What follows belongs to an exercise in optimizing a design on an open flow for small area and a short achievable clock period; a production flow would make more cautious choices. Only simulation tests tie the RTL to the original design; equivalence was not proved. Power and IR drop assume default switching activity.

==> run a: inputs <==
==> flow/design.v <==
`timescale 1ns / 1ps
module CPUMIPS(clk,
               rstn,
               ii_miss_data,
               id_miss_data,
               oi_addr,
               od_addr,
               od_write_data,
               od_SIG_write
               );
   input clk, rstn;
   input [127:0] ii_miss_data, id_miss_data;
   output [31:0] od_addr, oi_addr;
   output [31:0] od_write_data;
   output od_SIG_write;
   integer i;
   reg [31:2]  pc;                  
   reg [25:0]  itag [0:3];
   reg [3:0]   ivalid;
   reg [1:0]   icnt;
   reg [31:0]  ifid_ins;
   reg [31:2]  ifid_npc;
   reg [31:0]  idex_a;              
   reg [31:0]  idex_b;              
   reg [31:0]  idex_opb;            
   reg [31:2]  idex_target;         
   reg [4:0]   idex_dest;
   reg         idex_inv, idex_and, idex_or, idex_slt;
   reg         idex_wen, idex_rd, idex_wr, idex_br;
   reg [31:0]  exmem_alu;
   reg [31:0]  exmem_b;
   reg [31:2]  exmem_target;
   reg [4:0]   exmem_dest;
   reg         exmem_take, exmem_wen, exmem_rd, exmem_wr;
   reg [127:0] ddata [0:3];
   reg [25:0]  dtag [0:3];
   reg [3:0]   dvalid;
   reg [1:0]   dcnt;
   reg [31:0]  memwb_data;
   reg [4:0]   memwb_dest;
   reg         memwb_wen;
   reg [31:0]  rf [1:31];
   reg [31:1]  rf_set;
   assign oi_addr = {pc, 2'b00};
   wire [1:0]  iidx = pc[5:4];
   reg  [3:0]  imatch;
   always @(*)
      for (i = 0; i < 4; i = i + 1)
         imatch[i] = ivalid[i] & (itag[i] == pc[31:6]);
   wire        ilookup = imatch[iidx];
   wire        ilast = (icnt == 2'd3);
   wire        ihit = ilookup | ilast;
   reg  [31:0] fetch_ins;
   always @(*)
      case (pc[3:2])
         2'b00: fetch_ins = ii_miss_data[31:0];
         2'b01: fetch_ins = ii_miss_data[63:32];
         2'b10: fetch_ins = ii_miss_data[95:64];
         default: fetch_ins = ii_miss_data[127:96];
      endcase
   always @(posedge clk) begin
      if (!rstn) begin
         ivalid <= 4'b0;
         icnt <= 2'd0;
      end else if (!ilookup) begin
         if (ilast) begin
            ivalid[iidx] <= 1'b1;
            icnt <= 2'd0;
         end else
            icnt <= icnt + 2'd1;
      end
   end
   always @(posedge clk)
      if (!ilookup && ilast)
         itag[iidx] <= pc[31:6];
   wire [1:0]  didx = exmem_alu[5:4];
   reg  [3:0]  dmatch;
   always @(*)
      for (i = 0; i < 4; i = i + 1)
         dmatch[i] = dvalid[i] & (dtag[i] == exmem_alu[31:6]);
   wire        dlookup = dmatch[didx];
   wire        dlast = (dcnt == 2'd3);
   wire        dhit = !exmem_rd | dlookup | dlast;
   wire        dfill = exmem_rd & !dlookup & dlast;
   wire        advance = ihit & dhit;
   wire [5:0]  op = ifid_ins[31:26];
   wire [4:0]  rs = ifid_ins[25:21];
   wire [4:0]  rt = ifid_ins[20:16];
   wire [4:0]  rd = ifid_ins[15:11];
   wire [5:0]  funct = ifid_ins[5:0];
   wire [15:0] imm = ifid_ins[15:0];
   wire        is_r   = (op == 6'h00);
   wire        is_lw  = (op == 6'h23);
   wire        is_sw  = (op == 6'h2b);
   wire        is_beq = (op == 6'h04);
   wire        f_sub = (funct == 6'h22);
   wire        f_and = (funct == 6'h24);
   wire        f_or  = (funct == 6'h25);
   wire        f_slt = (funct == 6'h2a);
   wire        d_inv = is_beq | (is_r & (f_sub | f_slt));
   wire [4:0]  d_dest = is_r ? rd : rt;
   wire        d_wen = (is_r | is_lw) & (d_dest != 5'd0);
   wire [31:0] rfx [0:31];
   wire [31:0] rf_setx = {rf_set, 1'b0};
   genvar g;
   generate
      assign rfx[0] = 32'd0;
      for (g = 1; g < 32; g = g + 1) begin : rfv
         assign rfx[g] = rf[g];
      end
   endgenerate
   wire [31:0] rf_a = (memwb_wen && memwb_dest == rs) ? memwb_data
                    : rf_setx[rs] ? rfx[rs] : {27'd0, rs};
   wire [31:0] rf_b = (memwb_wen && memwb_dest == rt) ? memwb_data
                    : rf_setx[rt] ? rfx[rt] : {27'd0, rt};
   wire [31:0] sext = {{16{imm[15]}}, imm};
   wire [31:0] d_opb = (is_lw | is_sw) ? sext : (d_inv ? ~rf_b : rf_b);
   wire [31:2] d_target = ifid_npc + sext[29:0];
   wire [32:0] ex_sum = {1'b0, idex_a} + {1'b0, idex_opb} + {32'd0, idex_inv};
   wire        ex_arith = !(idex_and | idex_or | idex_slt);
   wire [31:0] ex_res = ({32{ex_arith}} & ex_sum[31:0])
                      | ({32{idex_and}} & (idex_a & idex_opb))
                      | ({32{idex_or}}  & (idex_a | idex_opb))
                      | {31'd0, idex_slt & !ex_sum[32]};
   wire        ex_take = idex_br & (idex_a == idex_b);
   assign od_addr = exmem_alu;
   assign od_write_data = exmem_b;
   assign od_SIG_write = exmem_wr;
   wire [1:0]  dword = exmem_alu[3:2];
   wire [127:0] dline = ddata[didx];
   reg  [31:0] cache_word, mem_word;
   always @(*) begin
      case (dword)
         2'b00: begin cache_word = dline[31:0];   mem_word = id_miss_data[31:0];   end
         2'b01: begin cache_word = dline[63:32];  mem_word = id_miss_data[63:32];  end
         2'b10: begin cache_word = dline[95:64];  mem_word = id_miss_data[95:64];  end
         default: begin cache_word = dline[127:96]; mem_word = id_miss_data[127:96]; end
      endcase
   end
   wire [31:0] load_word = dlookup ? cache_word : mem_word;
   wire [31:0] m_wb = exmem_rd ? load_word : exmem_alu;
   always @(posedge clk) begin
      if (!rstn) begin
         dvalid <= 4'b0;
         dcnt <= 2'd0;
      end else if (exmem_rd && !dlookup) begin
         if (dlast) begin
            dvalid[didx] <= 1'b1;
            dcnt <= 2'd0;
         end else
            dcnt <= dcnt + 2'd1;
      end
   end
   wire        dstore = exmem_wr & dlookup;
   wire [127:0] dwdata = dfill ? id_miss_data : {4{exmem_b}};
   always @(posedge clk)
      for (i = 0; i < 4; i = i + 1) begin
         if (dfill && didx == i)
            dtag[i] <= exmem_alu[31:6];
         if ((dfill || (dstore && dword == 2'd0)) && didx == i)
            ddata[i][31:0] <= dwdata[31:0];
         if ((dfill || (dstore && dword == 2'd1)) && didx == i)
            ddata[i][63:32] <= dwdata[63:32];
         if ((dfill || (dstore && dword == 2'd2)) && didx == i)
            ddata[i][95:64] <= dwdata[95:64];
         if ((dfill || (dstore && dword == 2'd3)) && didx == i)
            ddata[i][127:96] <= dwdata[127:96];
      end
   always @(posedge clk)
      for (i = 1; i < 32; i = i + 1)
         if (memwb_wen && memwb_dest == i)
            rf[i] <= memwb_data;
   always @(posedge clk)
      for (i = 1; i < 32; i = i + 1)
         if (!rstn)
            rf_set[i] <= 1'b0;
         else if (memwb_wen && memwb_dest == i)
            rf_set[i] <= 1'b1;
   always @(posedge clk) begin
      if (!rstn)
         pc <= 30'd0;
      else if (advance)
         pc <= exmem_take ? exmem_target : pc + 30'd1;
   end
   always @(posedge clk) begin
      if (!rstn)
         ifid_ins <= 32'd0;
      else if (advance)
         ifid_ins <= fetch_ins;
      if (advance)
         ifid_npc <= pc + 30'd1;
   end
   always @(posedge clk) begin
      if (!rstn) begin
         idex_a <= 32'd0;
         idex_b <= 32'd0;
         idex_opb <= 32'd0;
         idex_inv <= 1'b0;
         idex_and <= 1'b0;
         idex_or <= 1'b0;
         idex_slt <= 1'b0;
         idex_wen <= 1'b0;
         idex_rd <= 1'b0;
         idex_wr <= 1'b0;
         idex_br <= 1'b0;
      end else if (advance) begin
         idex_a <= rf_a;
         idex_b <= rf_b;
         idex_opb <= d_opb;
         idex_inv <= d_inv;
         idex_and <= is_r & f_and;
         idex_or <= is_r & f_or;
         idex_slt <= is_r & f_slt;
         idex_wen <= d_wen;
         idex_rd <= is_lw;
         idex_wr <= is_sw;
         idex_br <= is_beq;
      end
      if (advance) begin
         idex_target <= d_target;
         idex_dest <= d_dest;
      end
   end
   always @(posedge clk) begin
      if (!rstn) begin
         exmem_alu <= 32'd0;
         exmem_b <= 32'd0;
         exmem_take <= 1'b0;
         exmem_wen <= 1'b0;
         exmem_rd <= 1'b0;
         exmem_wr <= 1'b0;
      end else if (advance) begin
         exmem_alu <= ex_res;
         exmem_b <= idex_b;
         exmem_take <= ex_take;
         exmem_wen <= idex_wen;
         exmem_rd <= idex_rd;
         exmem_wr <= idex_wr;
      end
      if (advance) begin
         exmem_target <= idex_target;
         exmem_dest <= idex_dest;
      end
   end
   always @(posedge clk) begin
      if (!rstn)
         memwb_wen <= 1'b0;
      else if (advance)
         memwb_wen <= exmem_wen;
      if (advance) begin
         memwb_data <= m_wb;
         memwb_dest <= exmem_dest;
      end
   end
endmodule
==> flow/run.sh <==
#!/bin/bash
# synth_recipe.tcl (not shown) runs the flow's synth.tcl, then flattens the netlist and writes it again
# the make line also repeats each setting of config.mk as NAME=value (left out here)
make -C /OpenROAD-flow-scripts/flow DESIGN_CONFIG=/design/flow/config.mk WORK_HOME=/design/flow/orfs CLKGATE_MAP_FILE= SYNTH_SCRIPT=/design/flow/synth_recipe.tcl finish
==> flow/config.mk <==
export PLATFORM = sky130hd
export DESIGN_NAME = CPUMIPS
export DESIGN_NICKNAME = CPUMIPS
export VERILOG_FILES = /design/flow/design.v
export SDC_FILE = /design/flow/constraint.sdc
export NUM_CORES = 4
export LEC_CHECK = 0
export CAP_MARGIN = 20
export CORE_MARGIN = 2
export CORE_UTILIZATION = 45
export PLACE_DENSITY = 0.6
export SLEW_MARGIN = 20
==> flow/constraint.sdc <==
create_clock -name core_clock -period 7.0 [get_ports {clk}]
set_input_delay 1.4000 -clock core_clock [delete_from_list [all_inputs] [get_ports {clk}]]
set_output_delay 1.4000 -clock core_clock [all_outputs]
set_load 0.01 [all_outputs]
==> run b (differences from run a) <==
--- a/flow/design.v
+++ b/flow/design.v
@@ -1 +1,33 @@
+`timescale 1ns / 1ps
+module pfx_add #(parameter W = 32) (a, b, cin, s, cout, co);
+   input  [W-1:0] a, b;
+   input          cin;
+   output [W-1:0] s;
+   output         cout;
+   output [W-1:0] co;               
+   localparam L = 5;                 
+   wire [W-1:0]         p = a ^ b;
+   wire [W-1:0]         g = a & b;
+   wire [(L+1)*W-1:0]   gg, pp;
+   assign gg[W-1:0] = {g[W-1:1], g[0] | (p[0] & cin)};
+   assign pp[W-1:0] = p;
+   genvar l, i;
+   generate
+      for (l = 0; l < L; l = l + 1) begin : lv
+         for (i = 0; i < W; i = i + 1) begin : bt
+            if (i >= (1 << l)) begin : m
+               assign gg[(l+1)*W + i] = gg[l*W + i] | (pp[l*W + i] & gg[l*W + i - (1 << l)]);
+               assign pp[(l+1)*W + i] = pp[l*W + i] & pp[l*W + i - (1 << l)];
+            end else begin : c
+               assign gg[(l+1)*W + i] = gg[l*W + i];
+               assign pp[(l+1)*W + i] = pp[l*W + i];
+            end
+         end
+      end
+   endgenerate
+   wire [W-1:0] carry = gg[L*W +: W];    
+   assign s = p ^ {carry[W-2:0], cin};
+   assign cout = carry[W-1];
+   assign co = carry;
+endmodule
 `timescale 1ns / 1ps
@@ -38,5 +70,2 @@
    reg [1:0]   dcnt;
-   reg [31:0]  memwb_data;
-   reg [4:0]   memwb_dest;
-   reg         memwb_wen;
    reg [31:0]  rf [1:31];
@@ -45,8 +74,5 @@
    wire [1:0]  iidx = pc[5:4];
-   reg  [3:0]  imatch;
-   always @(*)
-      for (i = 0; i < 4; i = i + 1)
-         imatch[i] = ivalid[i] & (itag[i] == pc[31:6]);
-   wire        ilookup = imatch[iidx];
+   reg         ilookup;
    wire        ilast = (icnt == 2'd3);
+   wire        ifill = !ilookup && ilast;
    wire        ihit = ilookup | ilast;
@@ -73,10 +99,6 @@
    always @(posedge clk)
-      if (!ilookup && ilast)
+      if (ifill)
          itag[iidx] <= pc[31:6];
    wire [1:0]  didx = exmem_alu[5:4];
-   reg  [3:0]  dmatch;
-   always @(*)
-      for (i = 0; i < 4; i = i + 1)
-         dmatch[i] = dvalid[i] & (dtag[i] == exmem_alu[31:6]);
-   wire        dlookup = dmatch[didx];
+   reg         dlookup;
    wire        dlast = (dcnt == 2'd3);
@@ -111,10 +133,11 @@
    endgenerate
-   wire [31:0] rf_a = (memwb_wen && memwb_dest == rs) ? memwb_data
-                    : rf_setx[rs] ? rfx[rs] : {27'd0, rs};
-   wire [31:0] rf_b = (memwb_wen && memwb_dest == rt) ? memwb_data
-                    : rf_setx[rt] ? rfx[rt] : {27'd0, rt};
+   wire [31:0] rf_a = rf_setx[rs] ? rfx[rs] : {27'd0, rs};
+   wire [31:0] rf_b = rf_setx[rt] ? rfx[rt] : {27'd0, rt};
    wire [31:0] sext = {{16{imm[15]}}, imm};
    wire [31:0] d_opb = (is_lw | is_sw) ? sext : (d_inv ? ~rf_b : rf_b);
-   wire [31:2] d_target = ifid_npc + sext[29:0];
-   wire [32:0] ex_sum = {1'b0, idex_a} + {1'b0, idex_opb} + {32'd0, idex_inv};
+   wire [31:2] d_target;
+   pfx_add #(30) target_add(.a(ifid_npc), .b(sext[29:0]), .cin(1'b0), .s(d_target), .cout(), .co());
+   wire [32:0] ex_sum;
+   wire [31:0] ex_co;
+   pfx_add #(32) alu_add(.a(idex_a), .b(idex_opb), .cin(idex_inv), .s(ex_sum[31:0]), .cout(ex_sum[32]), .co(ex_co));
    wire        ex_arith = !(idex_and | idex_or | idex_slt);
@@ -154,3 +177,3 @@
    wire        dstore = exmem_wr & dlookup;
-   wire [127:0] dwdata = dfill ? id_miss_data : {4{exmem_b}};
+   wire [127:0] dwdata = exmem_rd ? id_miss_data : {4{exmem_b}};
    always @(posedge clk)
@@ -168,6 +191,7 @@
       end
+   wire        rf_we = advance & exmem_wen;
    always @(posedge clk)
       for (i = 1; i < 32; i = i + 1)
-         if (memwb_wen && memwb_dest == i)
-            rf[i] <= memwb_data;
+         if (rf_we && exmem_dest == i)
+            rf[i] <= m_wb;
    always @(posedge clk)
@@ -176,4 +200,49 @@
             rf_set[i] <= 1'b0;
-         else if (memwb_wen && memwb_dest == i)
+         else if (rf_we && exmem_dest == i)
             rf_set[i] <= 1'b1;
+   wire [31:2] pc_inc;
+   pfx_add #(30) pc_add(.a(pc), .b(30'd0), .cin(1'b1), .s(pc_inc), .cout(), .co());
+   reg  [3:0]  ieq_pc, ieq_tgt;
+   always @(*)
+      for (i = 0; i < 4; i = i + 1) begin
+         ieq_pc[i] = ivalid[i] & (itag[i] == pc[31:6]);
+         ieq_tgt[i] = ivalid[i] & (itag[i] == exmem_target[31:6]);
+      end
+   wire        pc_wrap = &pc[5:2];
+   wire        ieq_wrap = ivalid[0] & (itag[0] == pc_inc[31:6]);
+   wire        im_inc = pc_wrap ? ieq_wrap
+                      : ((ifill && pc[3:2] != 2'd3) | ieq_pc[pc_inc[5:4]]);
+   wire        im_tgt = (ifill && exmem_target[5:4] == iidx) ? (exmem_target[31:6] == pc[31:6])
+                                                             : ieq_tgt[exmem_target[5:4]];
+   wire        ilookup_next = !advance ? ihit : (exmem_take ? im_tgt : im_inc);
+   wire [31:0] nd = ex_sum[31:0];
+   wire [31:0] nd_p = idex_a ^ idex_opb;
+   wire [31:0] nd_g = idex_a & idex_opb;
+   wire [31:0] nd_o = idex_a | idex_opb;
+   wire        nd_c6 = ex_co[5];
+   function automatic sum_eq(input [31:6] k, input [31:6] p, input [31:6] g,
+                             input [31:6] o, input c6);
+      integer j;
+      begin
+         sum_eq = (p[6] ^ k[6]) == c6;
+         for (j = 7; j < 32; j = j + 1)
+            sum_eq = sum_eq & ((p[j] ^ k[j]) == (k[j-1] ? g[j-1] : o[j-1]));
+      end
+   endfunction
+   reg  [3:0]  deq;
+   always @(*)
+      for (i = 0; i < 4; i = i + 1)
+         deq[i] = dvalid[i] & sum_eq(dtag[i], nd_p[31:6], nd_g[31:6], nd_o[31:6], nd_c6);
+   wire        deq_fill = sum_eq(exmem_alu[31:6], nd_p[31:6], nd_g[31:6], nd_o[31:6], nd_c6);
+   wire        dm_sum = (dfill && nd[5:4] == didx) ? deq_fill : deq[nd[5:4]];
+   wire        dlookup_next = !advance ? (dlookup | dfill) : dm_sum;
+   always @(posedge clk) begin
+      if (!rstn) begin
+         ilookup <= 1'b0;
+         dlookup <= 1'b0;
+      end else begin
+         ilookup <= ilookup_next;
+         dlookup <= dlookup_next;
+      end
+   end
    always @(posedge clk) begin
@@ -182,3 +251,3 @@
       else if (advance)
-         pc <= exmem_take ? exmem_target : pc + 30'd1;
+         pc <= exmem_take ? exmem_target : pc_inc;
    end
@@ -190,3 +259,3 @@
       if (advance)
-         ifid_npc <= pc + 30'd1;
+         ifid_npc <= pc_inc;
    end
@@ -244,12 +313,2 @@
    end
-   always @(posedge clk) begin
-      if (!rstn)
-         memwb_wen <= 1'b0;
-      else if (advance)
-         memwb_wen <= exmem_wen;
-      if (advance) begin
-         memwb_data <= m_wb;
-         memwb_dest <= exmem_dest;
-      end
-   end
 endmodule
Settings changed: CORE_UTILIZATION 45 to 35, PLACE_DENSITY 0.6 to 0.45, SETUP_SLACK_MARGIN from default to 4.0.
==> run c (differences from run a) <==
--- a/flow/design.v
+++ b/flow/design.v
@@ -38,5 +38,2 @@
    reg [1:0]   dcnt;
-   reg [31:0]  memwb_data;
-   reg [4:0]   memwb_dest;
-   reg         memwb_wen;
    reg [31:0]  rf [1:31];
@@ -45,8 +42,5 @@
    wire [1:0]  iidx = pc[5:4];
-   reg  [3:0]  imatch;
-   always @(*)
-      for (i = 0; i < 4; i = i + 1)
-         imatch[i] = ivalid[i] & (itag[i] == pc[31:6]);
-   wire        ilookup = imatch[iidx];
+   reg         ilookup;
    wire        ilast = (icnt == 2'd3);
+   wire        ifill = !ilookup && ilast;
    wire        ihit = ilookup | ilast;
@@ -73,10 +67,6 @@
    always @(posedge clk)
-      if (!ilookup && ilast)
+      if (ifill)
          itag[iidx] <= pc[31:6];
    wire [1:0]  didx = exmem_alu[5:4];
-   reg  [3:0]  dmatch;
-   always @(*)
-      for (i = 0; i < 4; i = i + 1)
-         dmatch[i] = dvalid[i] & (dtag[i] == exmem_alu[31:6]);
-   wire        dlookup = dmatch[didx];
+   reg         dlookup;
    wire        dlast = (dcnt == 2'd3);
@@ -111,6 +101,4 @@
    endgenerate
-   wire [31:0] rf_a = (memwb_wen && memwb_dest == rs) ? memwb_data
-                    : rf_setx[rs] ? rfx[rs] : {27'd0, rs};
-   wire [31:0] rf_b = (memwb_wen && memwb_dest == rt) ? memwb_data
-                    : rf_setx[rt] ? rfx[rt] : {27'd0, rt};
+   wire [31:0] rf_a = rf_setx[rs] ? rfx[rs] : {27'd0, rs};
+   wire [31:0] rf_b = rf_setx[rt] ? rfx[rt] : {27'd0, rt};
    wire [31:0] sext = {{16{imm[15]}}, imm};
@@ -154,3 +142,3 @@
    wire        dstore = exmem_wr & dlookup;
-   wire [127:0] dwdata = dfill ? id_miss_data : {4{exmem_b}};
+   wire [127:0] dwdata = exmem_rd ? id_miss_data : {4{exmem_b}};
    always @(posedge clk)
@@ -168,6 +156,7 @@
       end
+   wire        rf_we = advance & exmem_wen;
    always @(posedge clk)
       for (i = 1; i < 32; i = i + 1)
-         if (memwb_wen && memwb_dest == i)
-            rf[i] <= memwb_data;
+         if (rf_we && exmem_dest == i)
+            rf[i] <= m_wb;
    always @(posedge clk)
@@ -176,4 +165,33 @@
             rf_set[i] <= 1'b0;
-         else if (memwb_wen && memwb_dest == i)
+         else if (rf_we && exmem_dest == i)
             rf_set[i] <= 1'b1;
+   wire [31:2] pc_inc = pc + 30'd1;
+   reg  [3:0]  ieq_inc, ieq_tgt;
+   always @(*)
+      for (i = 0; i < 4; i = i + 1) begin
+         ieq_inc[i] = ivalid[i] & (itag[i] == pc_inc[31:6]);
+         ieq_tgt[i] = ivalid[i] & (itag[i] == exmem_target[31:6]);
+      end
+   wire        im_inc = (ifill && pc_inc[5:4] == iidx) ? (pc_inc[31:6] == pc[31:6])
+                                                       : ieq_inc[pc_inc[5:4]];
+   wire        im_tgt = (ifill && exmem_target[5:4] == iidx) ? (exmem_target[31:6] == pc[31:6])
+                                                             : ieq_tgt[exmem_target[5:4]];
+   wire        ilookup_next = !advance ? ihit : (exmem_take ? im_tgt : im_inc);
+   wire [31:0] nd = ex_sum[31:0];
+   reg  [3:0]  deq;
+   always @(*)
+      for (i = 0; i < 4; i = i + 1)
+         deq[i] = dvalid[i] & (dtag[i] == nd[31:6]);
+   wire        dm_sum = (dfill && nd[5:4] == didx) ? (nd[31:6] == exmem_alu[31:6])
+                                                   : deq[nd[5:4]];
+   wire        dlookup_next = !advance ? (dlookup | dfill) : dm_sum;
+   always @(posedge clk) begin
+      if (!rstn) begin
+         ilookup <= 1'b0;
+         dlookup <= 1'b0;
+      end else begin
+         ilookup <= ilookup_next;
+         dlookup <= dlookup_next;
+      end
+   end
    always @(posedge clk) begin
@@ -182,3 +200,3 @@
       else if (advance)
-         pc <= exmem_take ? exmem_target : pc + 30'd1;
+         pc <= exmem_take ? exmem_target : pc_inc;
    end
@@ -190,3 +208,3 @@
       if (advance)
-         ifid_npc <= pc + 30'd1;
+         ifid_npc <= pc_inc;
    end
@@ -244,12 +262,2 @@
    end
-   always @(posedge clk) begin
-      if (!rstn)
-         memwb_wen <= 1'b0;
-      else if (advance)
-         memwb_wen <= exmem_wen;
-      if (advance) begin
-         memwb_data <= m_wb;
-         memwb_dest <= exmem_dest;
-      end
-   end
 endmodule
Settings changed: SETUP_SLACK_MARGIN from default to 4.0.
==> impl_metrics.json <==
{
  "status": "no timing/DRC/antenna violations",
  "power-per-cell-area_nw_per_um2": 238,
  "report.power.total_uw": 29200,
  "initial_utilization_pct": 45.1,
  "post-synth-top-area-fraction_pct": 57.0,
  "vdd_ir_drop_max_v": 0.000299,
  "combinationalPowerShare_pct": 10.2,
  "final_nets": 8753,
  "drive_gt1_share_pct": 23.8,
  "wire_per_inst_um": 39.4
}
the above is filed under run c

==> impl_metrics.json <==
{
  "final_nets": 9441,
  "initial_utilization_pct": 35.1,
  "report.power.total_uw": 30200,
  "finClkSkew_ps": 81.7,
  "tritoncts.num_buffers": 234,
  "filler_cell_count": 25300,
  "status": "no timing/DRC/antenna violations",
  "largest_registers": "rf: 992 flops, ddata: 512 flops",
  "wire_per_inst_um": 41.1,
  "worstSkewPairLatency_ps": 960,
  "vdd_ir_drop_max_v": 0.000212,
  "first_global_vias": 78900,
  "post-synth-top-area-fraction_pct": 55.5
}
the above is filed under run b

==> impl_metrics.json <==
{
  "vdd_ir_drop_max_v": 0.000281,
  "post-synth-top-area-fraction_pct": 58.8,
  "drive_gt1_share_pct": 11.0,
  "synth.mux.area_fraction_pct": 4.19,
  "final_nets": 7922,
  "combinationalPowerShare_pct": 6.1,
  "status": "no timing/DRC/antenna violations",
  "wire_per_inst_um": 36.7,
  "power-per-cell-area_nw_per_um2": 253,
  "taps": 2805,
  "reg2reg_slack_ps": 1960,
  "report.power.total_uw": 27600,
  "yosys_warnings": 4
}
the above is filed under run a

what the ideal ports hide:
No port has a modelled driver above. Below, the same layouts with a new extraction and two added sets of constraints. Step 1 (the two cells are an assumption about what drives the block):
set clk [get_ports {clk}]
set_driving_cell -lib_cell sky130_fd_sc_hd__clkbuf_16 $clk
set_driving_cell -lib_cell sky130_fd_sc_hd__buf_2 [delete_from_list [all_inputs] $clk]
Step 2 moves the port delays by t, midway between the first and last clock arrival at a register: inputs arrive t later, outputs are due t later. That takes back most of the time a late clock gives input paths. Slacks: ideal ports / drivers / drivers and shift; pairs: ideal ports / drivers.
run	shift t [ns]	setup slack, ns	worst setup path at the end	worst slew at a driven data input, ns
run a	0.972	1.959 / 1.959 / 1.959	register to register	0.09
run b	1.026	3.557 / 3.557 / 2.814	input to register	0.07
run c	0.974	2.600 / 2.600 / 2.600	register to register	0.11
After both steps every run listed still meets setup and hold. For run b, which loses most, drivers alone change the setup slack by 0.000 ns; drivers and shift together by -0.743 ns.
